Background: an optimization exercise with open tools, aiming at small area, a short achievable clock period and few clock cycles per item. Do not read the settings as production practice. No run shown here included a check of the RTL's function; only the layout flow was run.

**design/flow/config.mk**
```make
export PLATFORM = sky130hd
export DESIGN_NAME = seq_multiplier
export DESIGN_NICKNAME = seq_multiplier
export VERILOG_FILES = /design/flow/design.v
export SDC_FILE = /design/flow/constraint.sdc
export NUM_CORES = 4
export LEC_CHECK = 0
export CAP_MARGIN = 20
export CORE_MARGIN = 2
export CORE_UTILIZATION = 40
export SETUP_SLACK_MARGIN = 0.4
export SLEW_MARGIN = 20
```
**design/flow/constraint.sdc**
```tcl
create_clock -name core_clock -period 4.5 [get_ports {clk}]
set_input_delay 0.9000 -clock core_clock [delete_from_list [all_inputs] [get_ports {clk}]]
set_output_delay 0.9000 -clock core_clock [all_outputs]
set_load 0.01 [all_outputs]
```
**design/flow/design.v**
```verilog
module seq_multiplier #(parameter N = 32) (
    input  logic clk, rst_n, start,
    input  logic [N-1:0] a, b,
    output logic [(2*N)-1:0] prod,
    output logic ready
);
    logic [63:0] r;
    logic [31:0] mcand;
    logic [1:0]  dlt;        
    logic [2:0]  top;        
    logic [2:0]  cnt;        
    logic        busy;
    logic [2:0]  one, two, neg;
    function automatic logic [8:0] benc(input logic [5:0] n, input logic l);
        logic [6:0] x;
        x = {n, l};
        for (int k = 0; k < 3; k++) begin
            benc[k]     = x[2*k+1] ^ x[2*k];
            benc[3 + k] = (x[2*k+2] & ~x[2*k+1] & ~x[2*k]) |
                          (~x[2*k+2] & x[2*k+1] & x[2*k]);
            benc[6 + k] = x[2*k+2];
        end
    endfunction
    logic [35:0] ax, bx;     
    assign ax = {4'b0, a};
    assign bx = {4'b0, b};
    logic [5:0] fa, fb;      
    logic [5:0] ta, tb;      
    logic [5:0] ha, hb;      
    always_comb begin
        for (int i = 0; i < 6; i++) begin
            fa[i] = |ax[6*i +: 6];
            fb[i] = |bx[6*i +: 6];
        end
        ta[5] = fa[5];
        tb[5] = fb[5];
        for (int i = 4; i >= 0; i--) begin
            ta[i] = ta[i+1] | fa[i];
            tb[i] = tb[i+1] | fb[i];
        end
        ha = ta & ~{1'b0, ta[5:1]};
        hb = tb & ~{1'b0, tb[5:1]};
    end
    logic        swap;       
    assign swap = |(tb & ~ta);
    logic [31:0] ld_mcand, ld_mpl;
    logic [35:0] mx;
    logic [5:0]  hm1;
    logic [2:0]  tp;
    logic [5:0]  tn;
    logic        tl;
    assign ld_mcand = swap ? b : a;
    assign ld_mpl   = swap ? a : b;
    assign mx       = {4'b0, ld_mpl};
    assign hm1      = swap ? ha : hb;
    always_comb begin
        tp = '0;
        tn = '0;
        tl = 1'b0;
        for (int i = 0; i < 6; i++) begin
            tp = tp | ({3{hm1[i]}} & 3'(i));
            tn = tn | ({6{hm1[i]}} & mx[6*i +: 6]);
            if (i > 0) tl = tl | (hm1[i] & mx[6*i - 1]);
        end
    end
    logic [69:0] rx;
    assign rx = {6'b0, r};
    logic [5:0] nn;
    logic       nl;
    always_comb begin
        nn = '0;
        nl = 1'b0;
        for (int i = 1; i < 6; i++)
            if (top == 3'(i)) begin
                nn = rx[26 + 6*i +: 6];
                nl = rx[25 + 6*i];
            end
        if (cnt == 3'd1) nl = 1'b0;
    end
    logic [5:0] en;
    logic       el;
    assign en = start ? tn : nn;
    assign el = start ? tl : nl;
    logic [39:0] pp [0:2];
    for (genvar k = 0; k < 3; k++) begin : g_row
        logic [32:0] mag;
        assign mag   = ({33{one[k]}} & {1'b0, mcand}) |
                       ({33{two[k]}} & {mcand, 1'b0});
        assign pp[k] = 40'({{(6 - 2*k){neg[k]}}, neg[k], mag ^ {33{neg[k]}}}) << (2*k);
    end
    logic [39:0] acc, s1, c1, s2, c2, w;
    assign acc = {2'b0, r[31:0], 1'b0, neg[2], 1'b0, neg[1], 1'b0, neg[0]};
    assign s1  = pp[0] ^ pp[1] ^ pp[2];
    assign c1  = ((pp[0] & pp[1]) | (pp[0] & pp[2]) | (pp[1] & pp[2])) << 1;
    assign s2  = s1 ^ c1 ^ acc;
    assign c2  = ((s1 & c1) | (s1 & acc) | (c1 & acc)) << 1;
    logic [39:0] kg [0:6];
    logic [39:0] kp [0:6];
    assign kg[0] = s2 & c2;
    assign kp[0] = s2 ^ c2;
    for (genvar l = 0; l < 6; l++) begin : g_sk
        for (genvar i = 0; i < 40; i++) begin : g_bit
            if ((i >> l) & 1) begin : g_node
                localparam int J = ((i >> l) << l) - 1;
                assign kg[l+1][i] = kg[l][i] | (kp[l][i] & kg[l][J]);
                assign kp[l+1][i] = kp[l][i] & kp[l][J];
            end else begin : g_pass
                assign kg[l+1][i] = kg[l][i];
                assign kp[l+1][i] = kp[l][i];
            end
        end
    end
    assign w = kp[0] ^ {kg[6][38:0], 1'b0};
    logic [25:0] oa [0:5];
    logic [25:0] oz [0:5];
    assign oa[0] = {r[62:38], 1'b1};
    assign oz[0] = {~r[62:38], 1'b1};
    for (genvar l = 0; l < 5; l++) begin : g_oz
        for (genvar i = 0; i < 26; i++) begin : g_bit
            if ((i >> l) & 1) begin : g_node
                localparam int J = ((i >> l) << l) - 1;
                assign oa[l+1][i] = oa[l][i] & oa[l][J];
                assign oz[l+1][i] = oz[l][i] & oz[l][J];
            end else begin : g_pass
                assign oa[l+1][i] = oa[l][i];
                assign oz[l+1][i] = oz[l][i];
            end
        end
    end
    logic [25:0] up_sum;
    assign up_sum = r[63:38] ^ (({26{dlt == 2'b01}} & oa[5]) |
                                ({26{dlt == 2'b11}} & oz[5]));
    logic [37:0] hm;
    always_comb begin
        hm = {6'b0, up_sum, r[37:32]};
        for (int i = 0; i < 6; i++)
            if (top == 3'(i)) hm[6*i +: 6] = 6'b0;
    end
    always_ff @(posedge clk or negedge rst_n) begin
        if (!rst_n) begin
            busy  <= 1'b0;
            ready <= 1'b0;
        end else if (start) begin
            busy  <= ta[0] & tb[0];
            ready <= ~(ta[0] & tb[0]);
        end else if (busy && cnt == 0) begin
            busy  <= 1'b0;
            ready <= 1'b1;
        end
    end
    always_ff @(posedge clk) begin
        if (start) begin
            mcand <= ld_mcand;
            r     <= {ld_mpl, ld_mcand & {32{tn[5]}}};
            dlt   <= 2'b00;
            top   <= tp;
        end else if (busy) begin
            r     <= {hm[25:0], w[37:0]};
            dlt   <= w[39:38];
        end
    end
    always_ff @(posedge clk) begin
        cnt <= start ? tp : cnt - 1'b1;
        {neg, two, one} <= benc(en, el);
    end
    assign prod = {up_sum, r[37:0]};
endmodule
```
**design/flow/flow/run.sh**
```bash
#!/bin/bash
# The standard layout, with the port buffers made of the smallest buffer
# cell instead of the default delay buffer.
set -euo pipefail
export BUFFER_PORTS_ARGS="-buffer_cell sky130_fd_sc_hd__buf_1"
bash standard.sh > standard_flow.log 2>&1
```
**design/flow/standard.sh**
```bash
#!/bin/bash
# synth_recipe.tcl (not shown) runs the flow's synth.tcl, then flattens the netlist and writes it again
# the make line also repeats each setting of config.mk as NAME=value (left out here)
make -C /OpenROAD-flow-scripts/flow DESIGN_CONFIG=/design/flow/config.mk WORK_HOME=/design/flow/orfs CLKGATE_MAP_FILE= SYNTH_SCRIPT=/design/flow/synth_recipe.tcl "${@:-finish}"
```
==> results of run 1 <==
area by class of cell:
class | count | area, um2 | share of cell area [%]
clock buffers | 19 | 453 | 3.04
clock inverters | 13 | 149 | 1.00
inverters | 96 | 373 | 2.51
multi-input cells | 967 | 8310 | 55.8
flip-flops and latches | 115 | 3320 | 22.3
well taps | 390 | 488 | 3.28
repair buffers | 282 | 1790 | 12.0
per-stage QoR:
stage	hold slack [ns]	instance area, um2
2_1_floorplan	0.511	12100
3_3_place_gp	0.530	13300
3_5_place_dp	0.535	13300
4_1_cts	0.235	14500
5_1_grt	0.249	14900
6_report	0.242	14900
sequential cells by signal, summed over array words and instances, names as in the netlist:
name,cells
r,64
mcand,32
busy,1
cnt,3
neg,3
top,3
ready,1
two,3
dlt,2
one,3
worst max-delay path by stage:
stage | startpoint | slack (ns) | to | cells after the start
after floorplan | neg[1]$_DFF_P_ | 0.25 | r[32]$_DFFE_PP_ | 19
after global placement | mcand[4]$_DFFE_PP_ | -0.03 | r[33]$_DFFE_PP_ | 19
after detailed placement | mcand[4]$_DFFE_PP_ | -0.14 | r[32]$_DFFE_PP_ | 17
after CTS | one[2]$_DFF_P_ | 0.02 | r[32]$_DFFE_PP_ | 18
after global routing | mcand[4]$_DFFE_PP_ | -0.21 | r[33]$_DFFE_PP_ | 20
final | mcand[11]$_DFFE_PP_ | -0.03 | r[32]$_DFFE_PP_ | 17
cells in the mapped netlist (4+ instances only):
cell / count
o21a_1: 5
a31o_2: 6
dfxtp_1: 14
nor2b_1: 6
mux2i_1: 21
edfxtp_1: 99
inv_1: 94
a32o_1: 5
o31ai_1: 7
nor2_1: 50
nand3_1: 39
fa_1: 71
or2_2: 6
buf_4: 38
nor3b_1: 5
o22ai_1: 4
or4_1: 4
a21oi_1: 34
mux2_2: 16
a31oi_1: 8
clkbuf_1: 45
nand2_1: 164
ha_1: 48
a22oi_1: 96
a21o_1: 16
nand4_1: 10
buf_1: 11
buf_2: 11
and2_1: 6
nor4_1: 12
a22o_1: 24
or3_1: 4
a221oi_1: 13
o21ai_0: 48
xor2_1: 48
a211o_1: 5
xnor2_1: 107
nor3_1: 12
and3_1: 6
nand2b_1: 11
cells in the final DEF (no fill, tap or decap), types with 9 or more instances in the layout:
cell type and count:
a21oi_2 13, ha_1 36, mux2_2 16, clkbuf_16 17, a22o_1 24, nor3_1 11
edfxtp_1 99, buf_2 9, xor2_1 45, fa_1 68, nand2b_1 10, buf_4 134
a221oi_1 12, a21o_1 16, o21ai_0 38, nand4_1 10, xnor2_1 98, nor2_1 46
nand3_1 39, mux2i_1 21, buf_1 121, a21oi_1 18, inv_1 94, nand2_1 160
nor4_1 10, a22oi_1 69, a22oi_2 27
critical path, delay by kind of cell (launching register included):
| family | cells | cell delay, ns |
|---|---|---|
| DFF | 1 | 0.54 |
| buffers and inverters | 2 | 0.25 |
| and+or+nand+nor | 2 | 0.27 |
| AOI/OAI and AO/OA | 8 | 1.47 |
| adders and majority gates | 4 | 1.76 |
| xor gates and xnor gates | 1 | 0.11 |
cells by family (layout without fill, tap and decap cells):
| group | Yosys count | after routing | synth area share (%) |
|---|---|---|---|
| simple gates | 353 | 353 | 14.2 |
| fa+ha+maj | 119 | 119 | 17.0 |
| mux | 38 | 38 | 3.41 |
| flops | 115 | 115 | 27.8 |
| compound gates | 302 | 302 | 18.4 |
| buf+inv | 202 | 410 | 7.76 |
| xor+xnor | 155 | 155 | 11.4 |
routing by layer:
layer  track usage [%]  vias to the layer above  part of all wire (%)  routed length (um)
li1                  -                     4943                     -                   -
met1              34.7                     5326                    42               17200
met2              43.5                      492                    47               19500
met3              3.88                      109                   6.7                2750
met4              11.4                        0                   4.3                1760
met5                 0                        -                     0                   0
repair_timing:
item / CTS / global route
gates cloned: 1 / 0
pin swaps: 47 / 20
endpoints found under the setup margin: 30 / 36
resized for setup: 82 / 52
hold endpoints to repair: 0 / 0
setup buffers: 27 / 12
==> run summary, run 1 <==
status failed layout checks; violated checks setup timing; top_reg_cell synth edfxtp_1; top cells by area, synth edfxtp_1 25%, fa_1 12%, xnor2_1 7.9%; Worst Hold Class input pin to async pin; WL/cell 21.9 um; Critical Path Most Common Cell a21oi_2; CP startpoint kind flop; first-pass GRT wire length 62300 um; layout cells sized above 1 23.1%; largest area contributor in the netlist edfxtp_1; post-layout minimum cycle time 4.53 ns; Die Ht 176 um; Seq/Total Area, Yosys 27.8%; vias in the first global route 10800; hold-fix buffers at CTS 0; Critical Path Max Stage Delay 0.54 ns; r2r startpoint mcand[11]$_DFFE_PP_; overflow left after global routing 0; Boundary Pins 132; Cell Area, Synth 11900 um2; unrepaired setup endpoints after global routing yes; DP Worst Slack -0.145 ns; syn_area_per_cell 9.25 um2; Critical Path, Cell by Cell buf_4 -> a22oi_2 -> xnor2_1 -> fa_1 -> fa_1 -> inv_1 -> ha_1 -> and3_4 -> a22o_1 -> o21ai_4 -> a21oi_2 -> a211o_4 -> o21ai_4 -> nand2b_1 -> a21oi_2 -> fa_2 -> a21oi_2; Pre-Repair DR Iteration Count 6; cells after synthesis 1284; worst setup path class flop to flop; Fillers 2811; Detail Route Antenna Nets 0; Initial DRC Count 1175; Initial Util 40.3%; dpl cells 1810; post-synth cell types 78; post-synthesis register bit count 115; Clock transition at path regs 0.06 ns; final hold viol count 0; die width 176 um; drt drc 0; ys async rst share 1.74%; area share of the largest cell type after synthesis 25.0%; r2r endpoint r[32]$_DFFE_PP_; worst setup margin -0.0307 ns; Post-Syn Nets 1470; Finished Core Util 50.5%; Synth Warn # 6; post-route insts no fill 1882; Net count, final 1665; CTS buffer count 17; worst reg2reg setup slack -0.03 ns; Critical Path AT 4.82 ns; CP Capture Type flop; Core Box Area 29500 um2; antenna diode count 0; depth of the CTS H-tree 4; Max Cap Viol 0; EDFF count, synth 99; Final Max Tran Viols 0; DR vias 10900; fin crit share 101%; setup tns final -0.0493 ns; Port Buffers 131; Critical Path RT 4.79 ns; vias per cell 5.78; Slew HR 36.1%; clk latency of the worst-skew pair 0.43 ns; number of antenna violations at the first check in global routing 0; RePlAce Congestion 0.963; DP HPWL 30900 um; Tightest Pin Transition 0.958 ns; Final Skew 0.0178 ns; R2R cell count 17; Layout area overhead 25.2%; final wirelength 41100 um; die area 31100 um2; crit path max fanout 6; clock buffer depth 2; CTS tree yes; FMAX 221 MHz; Crit-path slowest cell edfxtp_1; # setup viols final 2; row count 63; Sink Count 115; largest net degree at the start of global routing 65; gr usage total 26.4%; Clock Tree Root clkbuf_16
==> inputs of run 2 (changes only) <==
--- a/design/flow/config.mk
+++ b/design/flow/config.mk
@@ -8,5 +8,5 @@
 export CAP_MARGIN = 20
 export CORE_MARGIN = 2
 export CORE_UTILIZATION = 40
-export SETUP_SLACK_MARGIN = 0.4
+export SETUP_SLACK_MARGIN = 0.25
 export SLEW_MARGIN = 20
==> run 2 against run 1 <==
  * Still fails the layout checks on setup timing
  * Via count is essentially flat
  * Critical endpoint is now r[33]$_DFFE_PP_
  * Highest routed layer unchanged
  * Largest cell class unchanged
  * Sequential cell count is the same
==> run summary, run 2 <==
status failed layout checks; violated checks setup timing; setup tns final -0.685 ns; Initial Util 40.3%; Boundary Pins 132; EDFF count, synth 99; Cell Area, Synth 11900 um2; Worst Hold Class input pin to async pin; Tightest Pin Transition 0.800 ns; first-pass GRT wire length 62200 um; post-synthesis register bit count 115; clock buffer depth 2; die area 31100 um2; Hold Slack 0.250 ns; Critical Path RT 4.62 ns; # setup viols final 13; FMAX 217 MHz; WL/cell 21.4 um; top_reg_cell synth edfxtp_1; row count 63; largest net degree at the start of global routing 70; layout cells sized above 1 25.1%; Sink Count 115; Layout area overhead 28.7%; Slew HR 46.7%; most frequent cells in the layout 160 x nand2_1, 138 x buf_4, 120 x buf_1; R2R cell count 19; Initial DRC Count 942; r2r endpoint r[33]$_DFFE_PP_; final hold viol count 0; fin crit share 102%; largest area contributor in the netlist edfxtp_1; post-layout minimum cycle time 4.60 ns; Synth Warn # 6; CTS tree yes; Max Cap Viol 0; Largest register FFs 64; post-synth cell types 78; Most flops, register r; worst setup margin -0.101 ns; DP Worst Slack -0.156 ns; ys async rst share 1.74%; RePlAce Congestion 0.963; Clock Tree Root clkbuf_16; DR vias 10900; worst reg2reg setup slack -0.10 ns; antenna diode count 0; hold-fix buffers at CTS 0; top cells by area, synth edfxtp_1 25%, fa_1 12%, xnor2_1 7.9%; cells after synthesis 1284; number of antenna violations at the first check in global routing 0; Final Skew 0.0134 ns; vias in the first global route 10700; Clock transition at path regs 0.06 ns; most frequent cell after synthesis nand2_1; CP startpoint kind flop; Fillers 2745; Seq/Total Area, Yosys 27.8%; clk latency of the worst-skew pair 0.42 ns; Finished Core Util 51.9%; Final Max Tran Viols 0; Critical Path AT 4.73 ns; Pre-Repair DR Iteration Count 6; Detail Route Antenna Nets 0; vias per cell 5.68; syn_area_per_cell 9.25 um2; overflow left after global routing 0; Worst Setup SP mcand[8]$_DFFE_PP_; gr usage total 26.3%; DP HPWL 31000 um; r2r startpoint mcand[8]$_DFFE_PP_; Post-Syn Nets 1470; unrepaired setup endpoints after global routing yes; Core Box Area 29500 um2; Regs by FF count r x64, mcand x32; final wirelength 41000 um; Die Ht 176 um; CTS buffer count 17; worst setup path class flop to flop; die width 176 um; depth of the CTS H-tree 4; drt drc 0; CP Capture Type flop; CP Capture Point r[33]$_DFFE_PP_; commonest non-fill, non-tap cell in the layout nand2_1; crit path max fanout 4; Net count, final 1697; Port Buffers 131; area share of the largest cell type after synthesis 25.0%; Synth top cells by count 164 x nand2_1, 107 x xnor2_1, 99 x edfxtp_1, 96 x a22oi_1, 94 x inv_1
[run 2: changes by cell type in the layout (fill, tap and decap cells not counted), moves of 4 or more]
cell    delta
buf_6     +25
inv_6      -5
buf_4      +4
ha_1       +6
ha_2       -4
buf_12     +4
[run 2: per-stage QoR]
step	std cells	area, um2
global placement	1832	13500
global route	1914	15300
detailed placement	1832	13500
floorplan	1284	12000
finish	1914	15300
CTS	1899	14800
[run 2: how the worst min path moves through the flow]
stage,end,slack (ns)
after floorplan,dlt[0]$_SDFFE_PP0P_,0.51
after CTS,busy$_DFFE_PN0P_,0.24
final,busy$_DFFE_PN0P_,0.25
after global placement,ready$_DFFE_PN0P_,0.54
after detailed placement,ready$_DFFE_PN0P_,0.54
after global routing,busy$_DFFE_PN0P_,0.25
[run 2: cell families after synthesis]
family | Yosys count | share of synthesized area (%)
multiplexers | 38 | 3.41
adder cells (fa/ha/maj) | 119 | 17.0
buffers and inverters | 202 | 7.76
AND/OR/NAND/NOR | 353 | 14.2
XOR/XNOR | 155 | 11.4
flip-flops | 115 | 27.8
AO/OA/AOI/OAI | 302 | 18.4
[run 2: critical path, stage by stage, from the launching register on]
cell and delay (ns):
edfxtp_1 0.47, buf_4 0.19, a22oi_1 0.23, xnor2_1 0.12
fa_1 0.51, inv_1 0.05, fa_1 0.43, ha_1 0.30
and3_1 0.19, a22o_1 0.28, o21ai_4 0.24, a21oi_4 0.09
a211o_1 0.33, o21ai_2 0.15, nand2b_1 0.11, a21oi_2 0.16
fa_2 0.24, xnor2_2 0.06, nor2_1 0.12, a31oi_1 0.05
[run 2: area by class of cell]
| class | count | area (um2) | share of cell area [%] |
|---|---|---|---|
| tap | 390 | 488 | 3.19 |
| clock inverter | 14 | 164 | 1.07 |
| multi-input combinational | 967 | 8370 | 54.8 |
| inverter | 96 | 365 | 2.39 |
| timing repair buffer | 314 | 2160 | 14.1 |
| sequential | 115 | 3320 | 21.7 |
| clock buffer | 18 | 429 | 2.81 |
[run 2: routing by layer]
layer / part of all wire, % / vias up / GRT usage, %
met4: 3.4 / 0 / 9.02
met1: 42 / 5334 / 34.7
met2: 48 / 467 / 43.6
met5: 0 / - / 0
met3: 6.8 / 72 / 4.80
li1: - / 5001 / -
[run 2: repair_timing]
item | in CTS | in global routing
resized for setup | 105 | 75
pin swaps | 44 | 55
cloned | 0 | 0
hold endpoints to repair | 0 | 0
buffers inserted | 35 | 15
setup endpoints to repair | 25 | 30

==> what the ideal ports hide <==
In the flow no input, the clock included, has a driving cell. The finished layouts below were timed again as built, in two steps. Step 1, drivers: a clkbuf_16 drives clk and a buf_2 each remaining input, both assumed. Step 2 also shifts input and output timing later by t, the mid clock arrival at the registers, as if the neighbouring blocks saw the same clock. Three values: ideal, step 1, step 2; two values: the first two.
run	shift t [ns]	setup WS [ns]	worst hold slack (ns)
run 1	0.476	-0.031 / -0.031 / -0.031	0.242 / 0.224 / 0.543
run 2	0.465	-0.101 / -0.112 / -0.101	0.250 / 0.230 / 0.551
